Context: an optimization exercise on an open-source flow, tuned for small area, a short achievable clock period and few clock cycles. The choices shown serve that exercise and are no tape-out recipe.
The RTL was checked by simulation tests, not by an equivalence proof against the original design.

==> inputs of v25 <==
==> flow/design.v <==
module keccak_theta_c (
    input  [1599:0] s,
    output [319:0]  c
);
    genvar i;
    generate
        for (i = 0; i < 320; i = i + 1) begin : gc
            wire t0, t1, t2;
            keccak_g_xor2 u0 (.a(s[i]),       .b(s[i+320]),  .y(t0));
            keccak_g_xor2 u1 (.a(s[i+640]),   .b(s[i+960]),  .y(t1));
            keccak_g_xor2 u2 (.a(t0),         .b(t1),        .y(t2));
            keccak_g_xor2 u3 (.a(t2),         .b(s[i+1280]), .y(c[i]));
        end
    endgenerate
endmodule
module keccak_theta_d (
    input  [319:0] c,
    output [319:0] d
);
    genvar x, z;
    generate
        for (x = 0; x < 5; x = x + 1) begin : gx
            for (z = 0; z < 64; z = z + 1) begin : gz
                keccak_g_xor2 u (.a(c[64*((x+4)%5) + z]), .b(c[64*((x+1)%5) + (z+63)%64]),
                                 .y(d[64*x + z]));
            end
        end
    endgenerate
endmodule
module keccak_theta_rho_pi (
    input  [1599:0] s,
    input  [319:0]  d,
    output [1599:0] b
);
    function integer rho_of(input integer i);
        case (i)
            0:  rho_of = 0;   1:  rho_of = 1;   2:  rho_of = 62;  3:  rho_of = 28;  4:  rho_of = 27;
            5:  rho_of = 36;  6:  rho_of = 44;  7:  rho_of = 6;   8:  rho_of = 55;  9:  rho_of = 20;
            10: rho_of = 3;   11: rho_of = 10;  12: rho_of = 43;  13: rho_of = 25;  14: rho_of = 39;
            15: rho_of = 41;  16: rho_of = 45;  17: rho_of = 15;  18: rho_of = 21;  19: rho_of = 8;
            20: rho_of = 18;  21: rho_of = 2;   22: rho_of = 61;  23: rho_of = 56;  default: rho_of = 14;
        endcase
    endfunction
    genvar x, y, z;
    generate
        for (y = 0; y < 5; y = y + 1) begin : gy
            for (x = 0; x < 5; x = x + 1) begin : gx
                for (z = 0; z < 64; z = z + 1) begin : gz
                    keccak_g_xor2 u (.a(s[64*(x+5*y) + z]), .b(d[64*x + z]),
                        .y(b[64*(y + 5*((2*x+3*y)%5)) + (z + rho_of(x+5*y))%64]));
                end
            end
        end
    endgenerate
endmodule
module keccak_g_xor2 (input a, b, output y);
    assign y = a ^ b;
endmodule
module keccak_g_inv (input a, output y);
    assign y = ~a;
endmodule
module keccak_g_nand3 (input a, b, c, output y);
    assign y = ~(a & b & c);
endmodule
module keccak_g_xnor2 (input a, b, output y);
    assign y = ~(a ^ b);
endmodule
module keccak_g_ao22 (input a1, a2, b1, b2, output y);
    assign y = (a1 & a2) | (b1 & b2);
endmodule
module keccak_g_aoi32 (input a1, a2, a3, b1, b2, output y);
    assign y = ~((a1 & a2 & a3) | (b1 & b2));
endmodule
module keccak_g_aoi31 (input a1, a2, a3, b1, output y);
    assign y = ~((a1 & a2 & a3) | b1);
endmodule
module keccak_bit (
    input  b0, nb1, b2, s, perm, hold, en, w,
    output d
);
    wire m, nn;
    keccak_g_ao22  u_m (.a1(perm), .a2(b0), .b1(hold), .b2(s), .y(m));
    keccak_g_aoi32 u_n (.a1(perm), .a2(nb1), .a3(b2), .b1(en), .b2(w), .y(nn));
    keccak_g_xnor2 u_d (.a(m), .b(nn), .y(d));
endmodule
module keccak_bit_k (
    input  b0, nb1, b2, s, perm, hold, en, w, k,
    output d
);
    wire m, nn, t;
    keccak_g_ao22  u_m (.a1(perm), .a2(b0), .b1(hold), .b2(s), .y(m));
    keccak_g_aoi32 u_n (.a1(perm), .a2(nb1), .a3(b2), .b1(en), .b2(w), .y(nn));
    keccak_g_xnor2 u_t (.a(m), .b(nn), .y(t));
    keccak_g_xor2  u_d (.a(t), .b(k), .y(d));
endmodule
module keccak_bit_x (
    input  b0, nb1, b2, s, perm, hold, x,
    output d
);
    wire m, nn;
    keccak_g_ao22  u_m (.a1(perm), .a2(b0), .b1(hold), .b2(s), .y(m));
    keccak_g_aoi31 u_n (.a1(perm), .a2(nb1), .a3(b2), .b1(x), .y(nn));
    keccak_g_xnor2 u_d (.a(m), .b(nn), .y(d));
endmodule
module keccak_bit_xk (
    input  b0, nb1, b2, s, perm, hold, x, k,
    output d
);
    wire m, nn, t;
    keccak_g_ao22  u_m (.a1(perm), .a2(b0), .b1(hold), .b2(s), .y(m));
    keccak_g_aoi31 u_n (.a1(perm), .a2(nb1), .a3(b2), .b1(x), .y(nn));
    keccak_g_xnor2 u_t (.a(m), .b(nn), .y(t));
    keccak_g_xor2  u_d (.a(t), .b(k), .y(d));
endmodule
module keccak_bit_cap (
    input  b0, nb1, b2, s, perm, hold,
    output d
);
    wire m, nn;
    keccak_g_ao22  u_m (.a1(perm), .a2(b0), .b1(hold), .b2(s), .y(m));
    keccak_g_nand3 u_n (.a(perm), .b(nb1), .c(b2), .y(nn));
    keccak_g_xnor2 u_d (.a(m), .b(nn), .y(d));
endmodule
module keccak_next (
    input  [1599:0] s,
    input  [1599:0] b,
    input           perm,
    input           hold,
    input  [20:0]   en,
    input  [63:0]   w,
    input  [1599:0] xs,      
    input  [1599:0] k,       
    output [1599:0] d
);
    wire [1599:0] nb;
    genvar x, y, z;
    generate
        for (z = 0; z < 1600; z = z + 1) begin : gi
            keccak_g_inv u (.a(b[z]), .y(nb[z]));
        end
        for (y = 0; y < 5; y = y + 1) begin : gy
            for (x = 0; x < 5; x = x + 1) begin : gx
                for (z = 0; z < 64; z = z + 1) begin : gz
                    localparam integer P  = 64*(x+5*y) + z;
                    localparam integer P1 = 64*((x+1)%5+5*y) + z;
                    localparam integer P2 = 64*((x+2)%5+5*y) + z;
                    localparam integer L  = x+5*y;
                    localparam KBIT = (L == 0 && (z < 5 || z == 7 || z == 15 || z == 31 || z == 63));
                    localparam XBIT = (L >= 1 && L <= 20 && z < 5) || (L == 20 && z == 63);
                    if (KBIT) begin : gk
                        keccak_bit_k u (.b0(b[P]), .nb1(nb[P1]), .b2(b[P2]), .s(s[P]),
                                        .perm(perm), .hold(hold), .en(en[L]), .w(w[z]),
                                        .k(k[P]), .d(d[P]));
                    end else if (XBIT && L == 20 && z == 63) begin : gxk
                        keccak_bit_xk u (.b0(b[P]), .nb1(nb[P1]), .b2(b[P2]), .s(s[P]),
                                         .perm(perm), .hold(hold), .x(xs[P]), .k(k[P]), .d(d[P]));
                    end else if (XBIT) begin : gxb
                        keccak_bit_x u (.b0(b[P]), .nb1(nb[P1]), .b2(b[P2]), .s(s[P]),
                                        .perm(perm), .hold(hold), .x(xs[P]), .d(d[P]));
                    end else if (L < 21) begin : gr
                        keccak_bit u (.b0(b[P]), .nb1(nb[P1]), .b2(b[P2]), .s(s[P]),
                                      .perm(perm), .hold(hold), .en(en[L]), .w(w[z]), .d(d[P]));
                    end else begin : gc
                        keccak_bit_cap u (.b0(b[P]), .nb1(nb[P1]), .b2(b[P2]), .s(s[P]),
                                          .perm(perm), .hold(hold), .d(d[P]));
                    end
                end
            end
        end
    endgenerate
endmodule
module keccak_round (
    input  [1599:0] s,
    input           perm,
    input           hold,
    input  [20:0]   en,
    input  [63:0]   w,
    input  [1599:0] xs,
    input  [1599:0] k,
    output [1599:0] d
);
    wire [319:0]  c, dd;
    wire [1599:0] b;
    keccak_theta_c      u_c   (.s(s), .c(c));
    keccak_theta_d      u_d   (.c(c), .d(dd));
    keccak_theta_rho_pi u_rp  (.s(s), .d(dd), .b(b));
    keccak_next         u_nx  (.s(s), .b(b), .perm(perm), .hold(hold), .en(en), .w(w),
                               .xs(xs), .k(k), .d(d));
endmodule
module shake_core #(
    parameter integer RATE_BITS = 1344,
    parameter [7:0]   SUFFIX    = 8'h1F,
    parameter integer OUT_BITS  = 512
)(
    input               clk,
    input               reset,
    input               start,            
    input               in_valid,         
    input  [63:0]       in_data,          
    input               is_last,          
    input  [2:0]        byte_num,         
    output              ready,            
    output reg          out_valid,        
    output [OUT_BITS-1:0] out_data,       
    input               out_ready,        
    output reg          done              
);
    localparam integer RATE_WORDS = RATE_BITS / 64;
    reg        absorb;       
    reg        perm;         
    reg [4:0]  round;        
    reg [4:0]  word_cnt;     
    reg        final_perm;   
    reg        pad_pend;     
    reg        fresh;        
    reg [1599:0] st;
    assign ready    = absorb;
    assign out_data = st[OUT_BITS-1:0];
    wire accept    = absorb && in_valid;
    wire take      = (!absorb && !perm && !out_valid) && start;
    wire last_rnd  = (round == 5'd23);
    wire full_last = is_last && (word_cnt == RATE_WORDS-1) && (byte_num == 3'd7);
    reg [63:0] rc;
    always @(*) begin
        case (round)
            5'd0:  rc = 64'h0000000000000001;
            5'd1:  rc = 64'h0000000000008082;
            5'd2:  rc = 64'h800000000000808A;
            5'd3:  rc = 64'h8000000080008000;
            5'd4:  rc = 64'h000000000000808B;
            5'd5:  rc = 64'h0000000080000001;
            5'd6:  rc = 64'h8000000080008081;
            5'd7:  rc = 64'h8000000000008009;
            5'd8:  rc = 64'h000000000000008A;
            5'd9:  rc = 64'h0000000000000088;
            5'd10: rc = 64'h0000000080008009;
            5'd11: rc = 64'h000000008000000A;
            5'd12: rc = 64'h000000008000808B;
            5'd13: rc = 64'h800000000000008B;
            5'd14: rc = 64'h8000000000008089;
            5'd15: rc = 64'h8000000000008003;
            5'd16: rc = 64'h8000000000008002;
            5'd17: rc = 64'h8000000000000080;
            5'd18: rc = 64'h000000000000800A;
            5'd19: rc = 64'h800000008000000A;
            5'd20: rc = 64'h8000000080008081;
            5'd21: rc = 64'h8000000000008080;
            5'd22: rc = 64'h0000000080000001;
            5'd23: rc = 64'h8000000080008008;
            default: rc = 64'h0;
        endcase
        if (last_rnd && pad_pend)
            rc[7:0] = rc[7:0] ^ SUFFIX;
    end
    reg [7:0]  keep;
    reg [8:0]  sfx;
    reg [63:0] w;
    integer k;
    always @(*) begin
        for (k = 0; k < 8; k = k + 1)
            keep[k] = !is_last || (byte_num >= k);
        sfx[0] = 1'b0;
        for (k = 1; k < 9; k = k + 1)
            sfx[k] = is_last && (byte_num == k - 1);
        for (k = 0; k < 8; k = k + 1)
            w[8*k +: 8] = (in_data[8*k +: 8] & {8{keep[k]}})
                        | (sfx[k] ? SUFFIX : 8'h00);
    end
    reg [RATE_WORDS-1:0] en;
    integer i;
    always @(*)
        for (i = 0; i < RATE_WORDS; i = i + 1)
            en[i] = accept && (word_cnt == i);
    reg [1599:0] xs, kk;
    always @(*) begin
        xs = 1600'd0;
        kk = 1600'd0;
        for (i = 1; i < RATE_WORDS; i = i + 1)
            for (k = 0; k < 5; k = k + 1)
                xs[64*i + k] = (en[i] && w[k]) ^ (en[i-1] && sfx[8] && SUFFIX[k]);
        xs[RATE_BITS-1] = (en[RATE_WORDS-1] && w[63]) ^ (accept && is_last && !full_last);
        kk[63:0] = perm ? rc : 64'd0;
        kk[RATE_BITS-1] = perm && last_rnd && pad_pend;
    end
    wire hold = !perm && !fresh;
    wire [1599:0] st_next;
    keccak_round rnd (.s(st), .perm(perm), .hold(hold), .en(en), .w(w),
                      .xs(xs), .k(kk), .d(st_next));
    always @(posedge clk)
        st <= st_next;
    always @(posedge clk or posedge reset) begin
        if (reset) begin
            absorb     <= 1'b0;
            perm       <= 1'b0;
            round      <= 5'd0;
            word_cnt   <= 5'd0;
            final_perm <= 1'b0;
            pad_pend   <= 1'b0;
            out_valid  <= 1'b0;
            done       <= 1'b0;
            fresh      <= 1'b0;
        end else begin
            fresh <= take;
            if (take) begin
                absorb     <= 1'b1;
                done       <= 1'b0;
                word_cnt   <= 5'd0;
                final_perm <= 1'b0;
                pad_pend   <= 1'b0;
            end
            if (accept) begin
                word_cnt <= (word_cnt == RATE_WORDS-1) ? 5'd0 : word_cnt + 1'b1;
                if (is_last || word_cnt == RATE_WORDS-1) begin
                    absorb <= 1'b0;
                    perm   <= 1'b1;
                    round  <= 5'd0;
                end
                if (is_last) begin
                    if (full_last) pad_pend   <= 1'b1;
                    else           final_perm <= 1'b1;
                end
            end
            if (perm) begin
                round <= round + 1'b1;
                if (last_rnd) begin
                    round <= 5'd0;
                    if (pad_pend) begin
                        pad_pend   <= 1'b0;
                        final_perm <= 1'b1;
                    end else begin
                        perm <= 1'b0;
                        if (final_perm) out_valid <= 1'b1;
                        else            absorb    <= 1'b1;
                    end
                end
            end
            if (out_valid && out_ready) begin
                out_valid <= 1'b0;
                done      <= 1'b1;
            end
        end
    end
endmodule
==> flow/run.sh <==
#!/bin/bash
# synth_recipe.tcl (not shown) runs the flow's synth.tcl, then flattens the netlist and writes it again
# the make line also repeats each setting of config.mk as NAME=value (left out here)
make -C /OpenROAD-flow-scripts/flow DESIGN_CONFIG=/design/flow/config.mk WORK_HOME=/design/flow/orfs CLKGATE_MAP_FILE= SYNTH_SCRIPT=/design/flow/synth_recipe.tcl finish
==> flow/config.mk <==
export PLATFORM = sky130hd
export DESIGN_NAME = shake_core
export DESIGN_NICKNAME = shake_core
export VERILOG_FILES = /design/flow/design.v
export SDC_FILE = /design/flow/constraint.sdc
export NUM_CORES = 4
export LEC_CHECK = 0
export CAP_MARGIN = 20
export CORE_MARGIN = 2
export CORE_UTILIZATION = 58
export CTS_CLUSTER_DIAMETER = 60
export CTS_CLUSTER_SIZE = 30
export PLACE_DENSITY = 0.7
export SETUP_SLACK_MARGIN = 3.7
export SLEW_MARGIN = 20
export SYNTH_HIERARCHICAL = 1
==> flow/constraint.sdc <==
create_clock -name core_clock -period 7.0 [get_ports {clk}]
set_input_delay 1.4000 -clock core_clock [delete_from_list [all_inputs] [get_ports {clk}]]
set_output_delay 1.4000 -clock core_clock [all_outputs]
set_load 0.01 [all_outputs]
==> v18: changes against v25 <==
==> flow/config.mk (replaced) <==
export PLATFORM = sky130hd
export DESIGN_NAME = shake_core
export DESIGN_NICKNAME = shake_core
export VERILOG_FILES = /design/flow/design.v
export SDC_FILE = /design/flow/constraint.sdc
export NUM_CORES = 4
export LEC_CHECK = 0
export CAP_MARGIN = 30
export CORE_MARGIN = 2
export CORE_UTILIZATION = 42
export CTS_CLUSTER_DIAMETER = 60
export CTS_CLUSTER_SIZE = 30
export PLACE_DENSITY = 0.6
export SETUP_SLACK_MARGIN = 4
export SLEW_MARGIN = 30
export SYNTH_HIERARCHICAL = 1
==> v24: changes against v25 <==
--- a/flow/config.mk
+++ b/flow/config.mk
@@ -9,7 +9,7 @@
 export CORE_MARGIN = 2
-export CORE_UTILIZATION = 58
+export CORE_UTILIZATION = 50
 export CTS_CLUSTER_DIAMETER = 60
 export CTS_CLUSTER_SIZE = 30
-export PLACE_DENSITY = 0.7
-export SETUP_SLACK_MARGIN = 3.7
+export PLACE_DENSITY = 0.65
+export SETUP_SLACK_MARGIN = 3.2
 export SLEW_MARGIN = 20
==> comparison <==
v18 finished clean. v24 completed, yet does not pass: capacitance limit, slew limit. v25 did not get past global routing, error GRT-0116.
In v18 the utilization is higher than in v24, by 4.4 points.
In v18 the non-clock buffer count is higher than in v24, by 1201.
In v18 the via count is larger than in v24, by 5.1%.
Testbench counts of v25, summed over its fixed seeds: cycles 5,645.
Testbench counts of v18, summed over its fixed seeds: cycles 5,645.
Testbench counts of v24, summed over its fixed seeds: cycles 5,645.

what the ideal ports hide:
In the flow no input, the clock included, has a driving cell. The finished layouts below were timed again as built, in two steps.
Step 1: set_driving_cell puts a clkbuf_16 on clk and a buf_2 on each other input, an assumption about the parent block.
Step 2 times the ports against the registers' clock, not the clock port: input delays grow and output delays shrink by t, the midpoint of the rising clock arrivals with the driver on.
a / b / c = ideal / step 1 / step 2; a / b = the first two.
| run | shift t [ns] | setup WS [ns] | cell pins on the clock port's net |
|---|---|---|---|
| v18 | 1.082 | 3.731 / 3.734 / 2.741 | 1 |
| v24 | 0.998 | 2.580 / 2.580 / 2.106 | 1 |
For v18, which loses most, drivers alone change the setup slack by +0.003 ns; drivers and shift together by -0.990 ns.
